This is an optimization exercise on Yosys and OpenROAD, whose aim is small area, not a production implementation.
The RTL was checked by simulation tests, not by an equivalence proof against the original design.
Power figures rest on the tool's default switching activity, not on a simulated workload.

==> run a <==
// pipelined_complex_mult
module pipelined_complex_mult (
    input clk,                    
    input rst,                    
    input signed [7:0] a,         
    input signed [7:0] b,         
    input signed [7:0] c,         
    input signed [7:0] d,         
    output reg signed [16:0] real_out,  
    output reg signed [16:0] imag_out   
);
export LEC_CHECK = 0
export CAP_MARGIN = 20
export CORE_MARGIN = 2
export CORE_UTILIZATION = 40
export CTS_BUF_LIST = sky130_fd_sc_hd__clkbuf_8
export GPL_TIMING_DRIVEN = 0
export SLEW_MARGIN = 20
export SYNTH_HIERARCHICAL = 1
create_clock -name core_clock -period 5.0 [get_ports {clk}]
standard.sh (not shown) runs the stock make flow with config.mk's settings and CLKGATE_MAP_FILE= SYNTH_SCRIPT=/design/flow/synth_recipe.tcl, a recipe that flattens the netlist after the stock synthesis.
==> flow/flow/run.sh <==
#!/bin/bash
# The standard layout (standard.sh), with these ORFS settings changed:
#  - BUFFER_PORTS_ARGS: buffer_ports puts the smallest buffer,
#    sky130_fd_sc_hd__buf_1, on every input and output port instead of the
#    cell it picks by default (every port still gets its buffer);
#  - CTS_ARGS: the standard clock tree synthesis arguments plus
#    -dont_use_dummy_load (no dummy clock loads for balancing);
#  - REMOVE_ABC_BUFFERS: the floorplan step removes the buffers that ABC put
#    into the synthesized netlist and leaves buffering to the resizer.
# Each tool's full output is in the logs standard.sh writes under orfs/logs;
# this script's own output goes to run.log.
set -e
cd "$(dirname "$0")/.."
export BUFFER_PORTS_ARGS="-buffer_cell sky130_fd_sc_hd__buf_1"
export CTS_ARGS="-sink_clustering_enable -repair_clock_nets -dont_use_dummy_load -buf_list \"sky130_fd_sc_hd__clkbuf_4 sky130_fd_sc_hd__clkbuf_8\""
export REMOVE_ABC_BUFFERS=1
bash standard.sh > run.log 2>&1
==> run b (differences from run a) <==
--- a/flow/flow/run.sh
+++ b/flow/flow/run.sh
@@ -13,5 +13,5 @@
 cd "$(dirname "$0")/.."
 export BUFFER_PORTS_ARGS="-buffer_cell sky130_fd_sc_hd__buf_1"
-export CTS_ARGS="-sink_clustering_enable -repair_clock_nets -dont_use_dummy_load -buf_list \"sky130_fd_sc_hd__clkbuf_4 sky130_fd_sc_hd__clkbuf_8\""
+export CTS_ARGS="-sink_clustering_enable -repair_clock_nets -dont_use_dummy_load -buf_list sky130_fd_sc_hd__clkbuf_8 -sink_buffer_max_cap_derate 1.0 -sink_clustering_size 30 -sink_clustering_max_diameter 200"
 export REMOVE_ABC_BUFFERS=1
 bash standard.sh > run.log 2>&1
==> run notes <==
Sequential cell count is the same in run a and run b.
In register-to-register slack, run a and run b hardly differ.
In sequential share of layout area, run a and run b do not differ.
In routed wire length, run a and run b do not differ.
Run b produced a clean layout. Run a finished with timing, DRC and antenna clean.
In clock skew, run a and run b do not differ.


==> branch onyx: inputs <==
pipelined_complex_mult, a different RTL version from the one above (not shown whole).
clock: 5.0 ns
lec_check: 0
cap_margin: 20
core_margin: 2
core_utilization: 40
cts_buf_list: sky130_fd_sc_hd__clkbuf_8
gpl_timing_driven: 0
slew_margin: 20
synth_hierarchical: 1
==> flow/flow/run.sh <==
#!/bin/bash
# The standard layout (standard.sh), with these ORFS settings changed:
#  - BUFFER_PORTS_ARGS: buffer_ports puts the smallest buffer,
#    sky130_fd_sc_hd__buf_1, on every input and output port instead of the
#    cell it picks by default (every port still gets its buffer);
#  - CTS_ARGS: the standard clock tree synthesis arguments plus
#    -dont_use_dummy_load (no dummy clock loads for balancing);
#  - REMOVE_ABC_BUFFERS: the floorplan step removes the buffers that ABC put
#    into the synthesized netlist and leaves buffering to the resizer.
# Each tool's full output is in the logs standard.sh writes under orfs/logs;
# this script's own output goes to run.log.
set -e
cd "$(dirname "$0")/.."
export BUFFER_PORTS_ARGS="-buffer_cell sky130_fd_sc_hd__buf_1"
export CTS_ARGS="-sink_clustering_enable -repair_clock_nets -dont_use_dummy_load -buf_list sky130_fd_sc_hd__clkbuf_8"
export REMOVE_ABC_BUFFERS=1
bash standard.sh > run.log 2>&1
==> branch indigo (differences from branch onyx) <==
--- a/flow/design.v
+++ b/flow/design.v
@@ -30,34 +30,34 @@
 always @(posedge clk)
 begin
     a1 <= a; b1 <= b; c1 <= c; d1 <= d;
     a2 <= a1; b2 <= b1; c2 <= c1; d2 <= d1;
     c3_onen[0] <= ~(c2[0] ^ 1'b0);
     c3_twon[0] <= ~((c2[1] ^ c2[0]) & ~(c2[0] ^ 1'b0));
-    c3_neg[0] <= c2[1] & v2;
+    c3_neg[0] <= c2[1];
     c3_onen[1] <= ~(c2[2] ^ c2[1]);
     c3_twon[1] <= ~((c2[3] ^ c2[2]) & ~(c2[2] ^ c2[1]));
-    c3_neg[1] <= c2[3] & v2;
+    c3_neg[1] <= c2[3];
     c3_onen[2] <= ~(c2[4] ^ c2[3]);
     c3_twon[2] <= ~((c2[5] ^ c2[4]) & ~(c2[4] ^ c2[3]));
-    c3_neg[2] <= c2[5] & v2;
+    c3_neg[2] <= c2[5];
     c3_onen[3] <= ~(c2[6] ^ c2[5]);
     c3_twon[3] <= ~((c2[7] ^ c2[6]) & ~(c2[6] ^ c2[5]));
-    c3_neg[3] <= c2[7] & v2;
+    c3_neg[3] <= c2[7];
     d3_onen[0] <= ~(d2[0] ^ 1'b0);
     d3_twon[0] <= ~((d2[1] ^ d2[0]) & ~(d2[0] ^ 1'b0));
-    d3_neg[0] <= d2[1] & v2;
+    d3_neg[0] <= d2[1];
     d3_onen[1] <= ~(d2[2] ^ d2[1]);
     d3_twon[1] <= ~((d2[3] ^ d2[2]) & ~(d2[2] ^ d2[1]));
-    d3_neg[1] <= d2[3] & v2;
+    d3_neg[1] <= d2[3];
     d3_onen[2] <= ~(d2[4] ^ d2[3]);
     d3_twon[2] <= ~((d2[5] ^ d2[4]) & ~(d2[4] ^ d2[3]));
-    d3_neg[2] <= d2[5] & v2;
+    d3_neg[2] <= d2[5];
     d3_onen[3] <= ~(d2[6] ^ d2[5]);
     d3_twon[3] <= ~((d2[7] ^ d2[6]) & ~(d2[6] ^ d2[5]));
-    d3_neg[3] <= d2[7] & v2;
+    d3_neg[3] <= d2[7];
 end
 wire re_p1 = (a3n[0] | c3_onen[0]);
 wire re_p2 = ~(c3_neg[0] & (a3n[0] | c3_onen[0]));
 wire re_p3;
 wire re_p3_t;
 cm_oai22 u_re_p3_t (.a(a3n[1]), .b(c3_onen[0]), .c(a3n[0]), .d(c3_twon[0]), .y(re_p3_t));
==> branch zinc (differences from branch onyx) <==
--- a/flow/design.v
+++ b/flow/design.v
@@ -30,34 +30,34 @@
 always @(posedge clk)
 begin
     a1 <= a; b1 <= b; c1 <= c; d1 <= d;
     a2 <= a1; b2 <= b1; c2 <= c1; d2 <= d1;
     c3_onen[0] <= ~(c2[0] ^ 1'b0);
     c3_twon[0] <= ~((c2[1] ^ c2[0]) & ~(c2[0] ^ 1'b0));
-    c3_neg[0] <= c2[1] & v2;
+    c3_neg[0] <= c2[1];
     c3_onen[1] <= ~(c2[2] ^ c2[1]);
     c3_twon[1] <= ~((c2[3] ^ c2[2]) & ~(c2[2] ^ c2[1]));
-    c3_neg[1] <= c2[3] & v2;
+    c3_neg[1] <= c2[3];
     c3_onen[2] <= ~(c2[4] ^ c2[3]);
     c3_twon[2] <= ~((c2[5] ^ c2[4]) & ~(c2[4] ^ c2[3]));
-    c3_neg[2] <= c2[5] & v2;
+    c3_neg[2] <= c2[5];
     c3_onen[3] <= ~(c2[6] ^ c2[5]);
     c3_twon[3] <= ~((c2[7] ^ c2[6]) & ~(c2[6] ^ c2[5]));
-    c3_neg[3] <= c2[7] & v2;
+    c3_neg[3] <= c2[7];
     d3_onen[0] <= ~(d2[0] ^ 1'b0);
     d3_twon[0] <= ~((d2[1] ^ d2[0]) & ~(d2[0] ^ 1'b0));
-    d3_neg[0] <= d2[1] & v2;
+    d3_neg[0] <= d2[1];
     d3_onen[1] <= ~(d2[2] ^ d2[1]);
     d3_twon[1] <= ~((d2[3] ^ d2[2]) & ~(d2[2] ^ d2[1]));
-    d3_neg[1] <= d2[3] & v2;
+    d3_neg[1] <= d2[3];
     d3_onen[2] <= ~(d2[4] ^ d2[3]);
     d3_twon[2] <= ~((d2[5] ^ d2[4]) & ~(d2[4] ^ d2[3]));
-    d3_neg[2] <= d2[5] & v2;
+    d3_neg[2] <= d2[5];
     d3_onen[3] <= ~(d2[6] ^ d2[5]);
     d3_twon[3] <= ~((d2[7] ^ d2[6]) & ~(d2[6] ^ d2[5]));
-    d3_neg[3] <= d2[7] & v2;
+    d3_neg[3] <= d2[7];
 end
 wire re_p1 = (a3n[0] | c3_onen[0]);
 wire re_p2 = ~(c3_neg[0] & (a3n[0] | c3_onen[0]));
 wire re_p3;
 wire re_p3_t;
 cm_oai22 u_re_p3_t (.a(a3n[1]), .b(c3_onen[0]), .c(a3n[0]), .d(c3_twon[0]), .y(re_p3_t));
--- a/flow/flow/run.sh
+++ b/flow/flow/run.sh
@@ -9,9 +9,9 @@
 #    into the synthesized netlist and leaves buffering to the resizer.
 # Each tool's full output is in the logs standard.sh writes under orfs/logs;
 # this script's own output goes to run.log.
 set -e
 cd "$(dirname "$0")/.."
 export BUFFER_PORTS_ARGS="-buffer_cell sky130_fd_sc_hd__buf_1"
-export CTS_ARGS="-sink_clustering_enable -repair_clock_nets -dont_use_dummy_load -buf_list sky130_fd_sc_hd__clkbuf_8"
+export CTS_ARGS="-repair_clock_nets -dont_use_dummy_load -buf_list sky130_fd_sc_hd__clkbuf_8"
 export REMOVE_ABC_BUFFERS=1
 bash standard.sh > run.log 2>&1
==> branch nickel (differences from branch onyx) <==
--- a/flow/design.v
+++ b/flow/design.v
@@ -30,34 +30,34 @@
 always @(posedge clk)
 begin
     a1 <= a; b1 <= b; c1 <= c; d1 <= d;
     a2 <= a1; b2 <= b1; c2 <= c1; d2 <= d1;
     c3_onen[0] <= ~(c2[0] ^ 1'b0);
     c3_twon[0] <= ~((c2[1] ^ c2[0]) & ~(c2[0] ^ 1'b0));
-    c3_neg[0] <= c2[1] & v2;
+    c3_neg[0] <= c2[1];
     c3_onen[1] <= ~(c2[2] ^ c2[1]);
     c3_twon[1] <= ~((c2[3] ^ c2[2]) & ~(c2[2] ^ c2[1]));
-    c3_neg[1] <= c2[3] & v2;
+    c3_neg[1] <= c2[3];
     c3_onen[2] <= ~(c2[4] ^ c2[3]);
     c3_twon[2] <= ~((c2[5] ^ c2[4]) & ~(c2[4] ^ c2[3]));
-    c3_neg[2] <= c2[5] & v2;
+    c3_neg[2] <= c2[5];
     c3_onen[3] <= ~(c2[6] ^ c2[5]);
     c3_twon[3] <= ~((c2[7] ^ c2[6]) & ~(c2[6] ^ c2[5]));
-    c3_neg[3] <= c2[7] & v2;
+    c3_neg[3] <= c2[7];
     d3_onen[0] <= ~(d2[0] ^ 1'b0);
     d3_twon[0] <= ~((d2[1] ^ d2[0]) & ~(d2[0] ^ 1'b0));
-    d3_neg[0] <= d2[1] & v2;
+    d3_neg[0] <= d2[1];
     d3_onen[1] <= ~(d2[2] ^ d2[1]);
     d3_twon[1] <= ~((d2[3] ^ d2[2]) & ~(d2[2] ^ d2[1]));
-    d3_neg[1] <= d2[3] & v2;
+    d3_neg[1] <= d2[3];
     d3_onen[2] <= ~(d2[4] ^ d2[3]);
     d3_twon[2] <= ~((d2[5] ^ d2[4]) & ~(d2[4] ^ d2[3]));
-    d3_neg[2] <= d2[5] & v2;
+    d3_neg[2] <= d2[5];
     d3_onen[3] <= ~(d2[6] ^ d2[5]);
     d3_twon[3] <= ~((d2[7] ^ d2[6]) & ~(d2[6] ^ d2[5]));
-    d3_neg[3] <= d2[7] & v2;
+    d3_neg[3] <= d2[7];
 end
 wire re_p1 = (a3n[0] | c3_onen[0]);
 wire re_p2 = ~(c3_neg[0] & (a3n[0] | c3_onen[0]));
 wire re_p3;
 wire re_p3_t;
 cm_oai22 u_re_p3_t (.a(a3n[1]), .b(c3_onen[0]), .c(a3n[0]), .d(c3_twon[0]), .y(re_p3_t));
--- a/flow/flow/run.sh
+++ b/flow/flow/run.sh
@@ -9,9 +9,9 @@
 #    into the synthesized netlist and leaves buffering to the resizer.
 # Each tool's full output is in the logs standard.sh writes under orfs/logs;
 # this script's own output goes to run.log.
 set -e
 cd "$(dirname "$0")/.."
 export BUFFER_PORTS_ARGS="-buffer_cell sky130_fd_sc_hd__buf_1"
-export CTS_ARGS="-sink_clustering_enable -repair_clock_nets -dont_use_dummy_load -buf_list sky130_fd_sc_hd__clkbuf_8"
+export CTS_ARGS="-sink_clustering_enable -repair_clock_nets -dont_use_dummy_load -buf_list sky130_fd_sc_hd__clkbuf_8 -distance_between_buffers 200 -branching_point_buffers_distance 200"
 export REMOVE_ABC_BUFFERS=1
 bash standard.sh > run.log 2>&1
==> results.cfg <==
[run_status]
outcome = complete, no violations

[placed_design]
placed_cell_area_um2 = 9318
hpwl_um = 12200
pre_cts_slack_ns = 0.1162

[routing]
drtPass1Iterations = 5
viasPerCell = 5.316

[power]
seq_power_share_pct = 25.1
ir_drop_mv = 0.4806
comb_cell_power_w = 0.00404

[synthesis]
synth_cells = 725

[cells_and_area]
layout_common_cells = xnor2_1, o22ai_1, fa_1

[setup_path]
startpoint = a3n[2]
Source of the figures above: branch nickel

==> results.cfg <==
[run_status]
outcome = complete, no violations

[synthesis]
synth_cells = 725
synth_area_leaders = fa_1, dfxtp_1, xnor2_1

[power]
pwr-share-comb_pct = 64.5
comb_cell_power_w = 0.00405
seq_power_share_pct = 25.1
p_total_w = 0.006285
ir_drop_mv = 0.4640

[routing]
viasPerCell = 5.305
drtPass1Iterations = 6

[global_route]
use_met3_pct = 3.144

[setup_path]
startpoint = a3n[2]
cp-start-kind = flip-flop

[placed_design]
placed_cell_area_um2 = 9318
pre_cts_slack_ns = 0.1162
hpwl_um = 12200

[clocking]
cts_made_buffers = 17

[cells_and_area]
regArea_um2 = 3065
Source of the figures above: branch zinc

==> results.cfg <==
[routing]
wl_met3_um = 920
viasPerCell = 5.305
drt_iter0_markers = 351
drtPass1Iterations = 6

[setup_path]
startpoint = a3n[2]

[power]
seq_power_share_pct = 25.1
ir_drop_mv = 0.4640
comb_cell_power_w = 0.00405

[synthesis]
synth_cells = 725

[run_status]
outcome = complete, no violations

[placed_design]
pre_cts_slack_ns = 0.1162
hpwl_um = 12200
placed_cell_area_um2 = 9318

[cells_and_area]
layout_common_cells = xnor2_1, o22ai_1, fa_1

[sta]
tightest_slew_ns = 1.122
Source of the figures above: branch indigo

==> results.cfg <==
[cells_and_area]
multi_input_cells = 574
layout_common_cells = xnor2_1, o22ai_1, fa_1
finalNonFillerCells = 1096
regMostFlops = imag_out

[setup_path]
startpoint = d3_twon[0]

[power]
seq_power_share_pct = 25.3
ir_drop_mv = 0.3848

[synthesis]
syn_area_per_cell_um2 = 11.96
synth_cells = 733

[global_route]
use_met3_pct = 3.622

[clocking]
hold_buffers = 0

[placed_design]
placed_cell_area_um2 = 9370
hpwl_um = 12450
pre_cts_slack_ns = 0.08226

[floorplanning]
die_w_um = 152.1

[routing]
drtPass1Iterations = 5
viasPerCell = 5.247

[run_status]
outcome = complete, no violations
Source of the figures above: branch onyx



==> job 7609 <==
pipelined_complex_mult, a different RTL version from the one above (not shown whole).
Design pipelined_complex_mult, start of the top module:
module pipelined_complex_mult (
    input clk,                    
    input rst,                    
    input signed [7:0] a,         
    input signed [7:0] b,         
    input signed [7:0] c,         
    input signed [7:0] d,         
    output reg signed [16:0] real_out,  
    output reg signed [16:0] imag_out   
);
reg [7:0] a1, b1, c1, d1, a2, b2, c2, d2;
reg [3:0] c3_one, c3_two, c3_neg, d3_one, d3_two, d3_neg;
reg [7:0] a3, b3;
reg v1, v2;
always @(posedge clk, posedge rst)
begin
    if (rst) begin
        v1 <= 1'b0;
        v2 <= 1'b0;
        a3 <= 8'd0;
        b3 <= 8'd0;
    end else begin
        v1 <= 1'b1;
        v2 <= v1;
        a3 <= a2 & {8{v2}};
        b3 <= b2 & {8{v2}};
    end
end
always @(posedge clk)
begin
    a1 <= a; b1 <= b; c1 <= c; d1 <= d;
    a2 <= a1; b2 <= b1; c2 <= c1; d2 <= d1;
    c3_one[0] <= c2[0] ^ 1'b0;
    c3_two[0] <= (c2[1] ^ c2[0]) & ~(c2[0] ^ 1'b0);
    c3_neg[0] <= c2[1];
    c3_one[1] <= c2[2] ^ c2[1];
  ...
export LEC_CHECK = 0
export CAP_MARGIN = 20
export CORE_MARGIN = 2
export CORE_UTILIZATION = 40
export CTS_BUF_LIST = sky130_fd_sc_hd__clkbuf_8
export GPL_TIMING_DRIVEN = 0
export SLEW_MARGIN = 20
export SYNTH_HIERARCHICAL = 1
create_clock -name core_clock -period 5.0 [get_ports {clk}]
==> flow/flow/run.sh <==
#!/bin/bash
# The standard layout (standard.sh), with these ORFS settings changed:
#  - BUFFER_PORTS_ARGS: buffer_ports puts the smallest buffer,
#    sky130_fd_sc_hd__buf_1, on every input and output port instead of the
#    cell it picks by default (every port still gets its buffer);
#  - CTS_ARGS: the standard clock tree synthesis arguments plus
#    -dont_use_dummy_load (no dummy clock loads for balancing);
#  - REMOVE_ABC_BUFFERS: the floorplan step removes the buffers that ABC put
#    into the synthesized netlist and leaves buffering to the resizer.
# Each tool's full output is in the logs standard.sh writes under orfs/logs;
# this script's own output goes to run.log.
set -e
cd "$(dirname "$0")/.."
export BUFFER_PORTS_ARGS="-buffer_cell sky130_fd_sc_hd__buf_1"
export CTS_ARGS="-sink_clustering_enable -repair_clock_nets -dont_use_dummy_load -buf_list sky130_fd_sc_hd__clkbuf_8"
export REMOVE_ABC_BUFFERS=1
bash standard.sh > run.log 2>&1
==> job 4260: changes against job 7609 <==
--- a/flow/flow/run.sh
+++ b/flow/flow/run.sh
@@ -14,3 +14,3 @@
 export BUFFER_PORTS_ARGS="-buffer_cell sky130_fd_sc_hd__buf_1"
-export CTS_ARGS="-sink_clustering_enable -repair_clock_nets -dont_use_dummy_load -buf_list sky130_fd_sc_hd__clkbuf_8"
+export CTS_ARGS="-sink_clustering_enable -repair_clock_nets -dont_use_dummy_load -buf_list sky130_fd_sc_hd__clkbuf_8 -sink_clustering_levels 1"
 export REMOVE_ABC_BUFFERS=1
==> summary of the runs <==
Job 7609 went through all stages and came out clean. Job 4260 went through all stages and came out clean. In final cell count, job 4260 and job 7609 do not differ. In combinational power, job 7609 and job 4260 hardly differ. In wire length, job 7609 and job 4260 do not differ. Sequential share of layout area is the same in job 4260 and job 7609. Flip-flop and latch count is the same in job 4260 and job 7609. In setup slack, job 7609 and job 4260 do not differ. In maximum frequency, job 4260 and job 7609 do not differ. Die area is the same in job 7609 and job 4260. In clock power, job 4260 and job 7609 hardly differ. Register-to-register slack is about the same in job 4260 and job 7609.

[what the ideal ports hide]
No port has a modelled driver above. Below, the same layouts with a new extraction and two added sets of constraints.
Step 1, drivers: a clkbuf_16 drives clk and a buf_2 each remaining input, both assumed.
Step 2 moves the port delays by t, midway between the first and last clock arrival at a register: inputs arrive t later, outputs are due t later. That takes back most of the time a late clock gives input paths.
a / b / c = ideal ports / drivers / drivers and shift; a / b = the first two.
run | t (ns) | setup slack, ns | pins driven straight from the clock port
run a | 0.466 | 0.288 / 0.288 / 0.288 | 1
run b | 0.466 | 0.288 / 0.288 / 0.288 | 1
branch onyx | 0.464 | 0.173 / 0.173 / 0.173 | 1
branch indigo | 0.466 | 0.288 / 0.288 / 0.288 | 1
branch zinc | 0.466 | 0.288 / 0.288 / 0.288 | 1
branch nickel | 0.490 | 0.304 / 0.304 / 0.304 | 1
job 7609 | 0.470 | 0.201 / 0.201 / 0.201 | 1
job 4260 | 0.470 | 0.201 / 0.201 / 0.201 | 1
After both steps setup and hold are still met in every run listed.
